From an optimization exercise on the open Yosys and OpenROAD flow, aimed at small area; shortcuts taken in it are not production practice.
Where RTL was checked, it was by simulation tests only, not by an equivalence proof against the original.

## willow
## wal_video
module wal_video (
    input  logic        clk,
    input  logic        rst,         
    input  logic        reg_we,
    input  logic [3:0]  reg_addr,    
    input  logic [31:0] reg_wdata,
    output logic [11:0] vram_addr,
    input  logic [31:0] vram_rdata,
    output logic        hs,
    output logic        vs,
    output logic        vde,
    output logic [3:0]  red,
    output logic [3:0]  green,
    output logic [3:0]  blue
);
==> module vga_controller, before the edit <==
module vga_controller (
    input  logic       clk,
    input  logic       rst,
    output logic [9:0] x,        
    output logic [9:0] y,        
    output logic       hs,
    output logic       vs,
    output logic       vde
);
    logic       xlast, ylast;
    logic [9:0] xi, yi, yn;
    logic [10:0] cx, cy;
    assign cx[0] = 1'b1;
    assign cy[0] = 1'b1;
    for (genvar i = 0; i < 10; i++) begin : g_inc
        assign xi[i]   = x[i] ^ cx[i];
        assign cx[i+1] = x[i] & cx[i];
        assign yi[i]   = y[i] ^ cy[i];
        assign cy[i+1] = y[i] & cy[i];
    end
    assign xlast = (x == 10'd799);
    assign ylast = (y == 10'd524);
    assign yn = rst ? 10'd0 : xlast ? (ylast ? 10'd0 : yi) : y;
    always_ff @(posedge clk) begin
        x  <= (rst | xlast) ? 10'd0 : xi;
        y  <= yn;
        hs <= ~rst & ~((x >= 10'd655) & (x <= 10'd750));
        vs <= ~rst & ~((y == 10'd489) | (y == 10'd490));
    end
    assign vde = ~(x[9] & (x[8] | x[7])) & ~y[9] & ~(y[8] & y[7] & y[6] & y[5]);
endmodule
Settings: LEC_CHECK=0, ABC_AREA=1, CAP_MARGIN=0, CORE_MARGIN=2, CORE_UTILIZATION=40, CTS_CLUSTER_DIAMETER=70, CTS_CLUSTER_SIZE=24, SLEW_MARGIN=0, SYNTH_MEMORY_MAX_BITS=32768; clock period 18.0 ns.
standard.sh (not shown) runs the stock make flow with config.mk's settings and CLKGATE_MAP_FILE= SYNTH_SCRIPT=/design/flow/synth_recipe.tcl, a recipe that flattens the netlist after the stock synthesis.
==> flow/flow/run.sh <==
#!/bin/bash
# Own layout flow: the standard layout (standard.sh), except that
#  - synthesis maps the combinational logic with an area-oriented ABC script
#    (flow/area.script); everything else in synthesis, including the
#    registers, is the standard synthesis (flow/my_synth.tcl is
#    synth_recipe.tcl with the abc call's script swapped);
#  - synthesis leaves adders to ABC instead of mapping them to the
#    library's full/half-adder cells (ADDER_MAP_FILE empty);
#  - port buffers are the smallest buffer (sky130_fd_sc_hd__buf_1);
#  - clock tree synthesis without dummy loads (CTS_ARGS: the standard
#    arguments with CTS_CLUSTER_SIZE / CTS_CLUSTER_DIAMETER from config.mk,
#    plus -dont_use_dummy_load).
set -euo pipefail
W=$(pwd)
F=$W/flow
sed "s#SYNTH_SCRIPT=[^ ]*#SYNTH_SCRIPT=$F/my_synth.tcl#" standard.sh > $W/my_standard.sh
grep -q "SYNTH_SCRIPT=$F/my_synth.tcl" $W/my_standard.sh
export MY_ABC_SCRIPT=$F/area.script
export ADDER_MAP_FILE=
export BUFFER_PORTS_ARGS="-buffer_cell sky130_fd_sc_hd__buf_1"
export CTS_ARGS="-sink_clustering_enable -repair_clock_nets -sink_clustering_size 24 -sink_clustering_max_diameter 70 -dont_use_dummy_load"
bash $W/my_standard.sh finish > $W/flow_make.log 2>&1
==> flow/flow/area.script <==
strash
ifraig
scorr
dc2
dch -f
amap -m -F 2 -A 6
strash
dch -f
amap -m -F 2 -A 6
topo
==> flow/flow/my_synth.tcl <==
proc synth {args} { yosys synth -nofsm -noshare {*}$args }
proc abc {args} {
  set i [lsearch -exact $args -script]
  if {$i >= 0} { set args [lreplace $args $i [expr {$i+1}] -script $::env(MY_ABC_SCRIPT)] }
  yosys abc {*}$args
}
source $::env(SCRIPTS_DIR)/synth.tcl
# left out here: clear keep_hierarchy, flatten, clean up, hide names made inside functions, write 1_2_yosys.v
Input changes introduced in cedar (baseline for comparison: willow):
diff --git a/flow/design.v b/flow/design.v
--- a/flow/design.v
+++ b/flow/design.v
@@ -1367,19 +1367,17 @@
 );
     logic       xlast, ylast;
-    logic [9:0] xi, yi, yn;
-    logic [10:0] cx, cy;
-    assign cx[0] = 1'b1;
-    assign cy[0] = 1'b1;
-    for (genvar i = 0; i < 10; i++) begin : g_inc
-        assign xi[i]   = x[i] ^ cx[i];
-        assign cx[i+1] = x[i] & cx[i];
-        assign yi[i]   = y[i] ^ cy[i];
-        assign cy[i+1] = y[i] & cy[i];
-    end
+    logic [9:0] ci, inc, yn;
+    logic [10:0] c;
     assign xlast = (x == 10'd799);
     assign ylast = (y == 10'd524);
-    assign yn = rst ? 10'd0 : xlast ? (ylast ? 10'd0 : yi) : y;
+    assign ci   = xlast ? y : x;
+    assign c[0] = 1'b1;
+    for (genvar i = 0; i < 10; i++) begin : g_inc
+        assign inc[i]  = ci[i] ^ c[i];
+        assign c[i+1]  = ci[i] & c[i];
+    end
+    assign yn = rst ? 10'd0 : xlast ? (ylast ? 10'd0 : inc) : y;
     always_ff @(posedge clk) begin
-        x  <= (rst | xlast) ? 10'd0 : xi;
+        x  <= (rst | xlast) ? 10'd0 : inc;
         y  <= yn;
         hs <= ~rst & ~((x >= 10'd655) & (x <= 10'd750));
## What came out
Relative to willow, cedar degrades total power. Summary — area fraction in compound gates after synthesis, cedar relative to willow: higher, by 0.51 points. Re global-route wire length before repair: willow and cedar aren't equal, and the higher value belongs to willow. The fmax reported for cedar is smaller than that of willow by 0.00090 GHz. Of willow and cedar, the run reporting the lower global-route met2 utilization was cedar. Number of pins with negative max-slew slack in the final report came out exactly the same in willow and cedar. Fraction of standard cell area in multi-input logic (cedar over willow): increase, 0.20 points. Comparing willow and cedar, final cell count is lower on cedar. In cedar, antenna diode count is higher than in willow. Going from willow to cedar, hold slack grows by 0.034 ns.
Only the layout flow was run in willow; the RTL was not checked for function there.

## what the ideal ports hide
How much do the figures lean on ideal ports? The routed layouts below were timed once more, with nothing changed but the port constraints. Step 1, drivers: a clkbuf_16 drives clk and a buf_2 each remaining input, both assumed. Step 2 also shifts input and output timing later by t, the mid clock arrival at the registers, as if the neighbouring blocks saw the same clock. a / b / c = ideal ports / drivers / drivers and shift; a / b = the first two.
| run | shift t [ns] | slack for setup (ns) | hold WS [ns] | latest minus earliest clock arrival (ns) |
|---|---|---|---|---|
| willow | 0.531 | 1.643 / 1.600 / 2.131 | 0.505 / 0.505 / 0.505 | 0.074 / 0.074 |
| cedar | 0.541 | 1.399 / 1.348 / 1.889 | 0.539 / 0.539 / 0.539 | 0.118 / 0.118 |
After both steps every run listed still meets setup and hold.
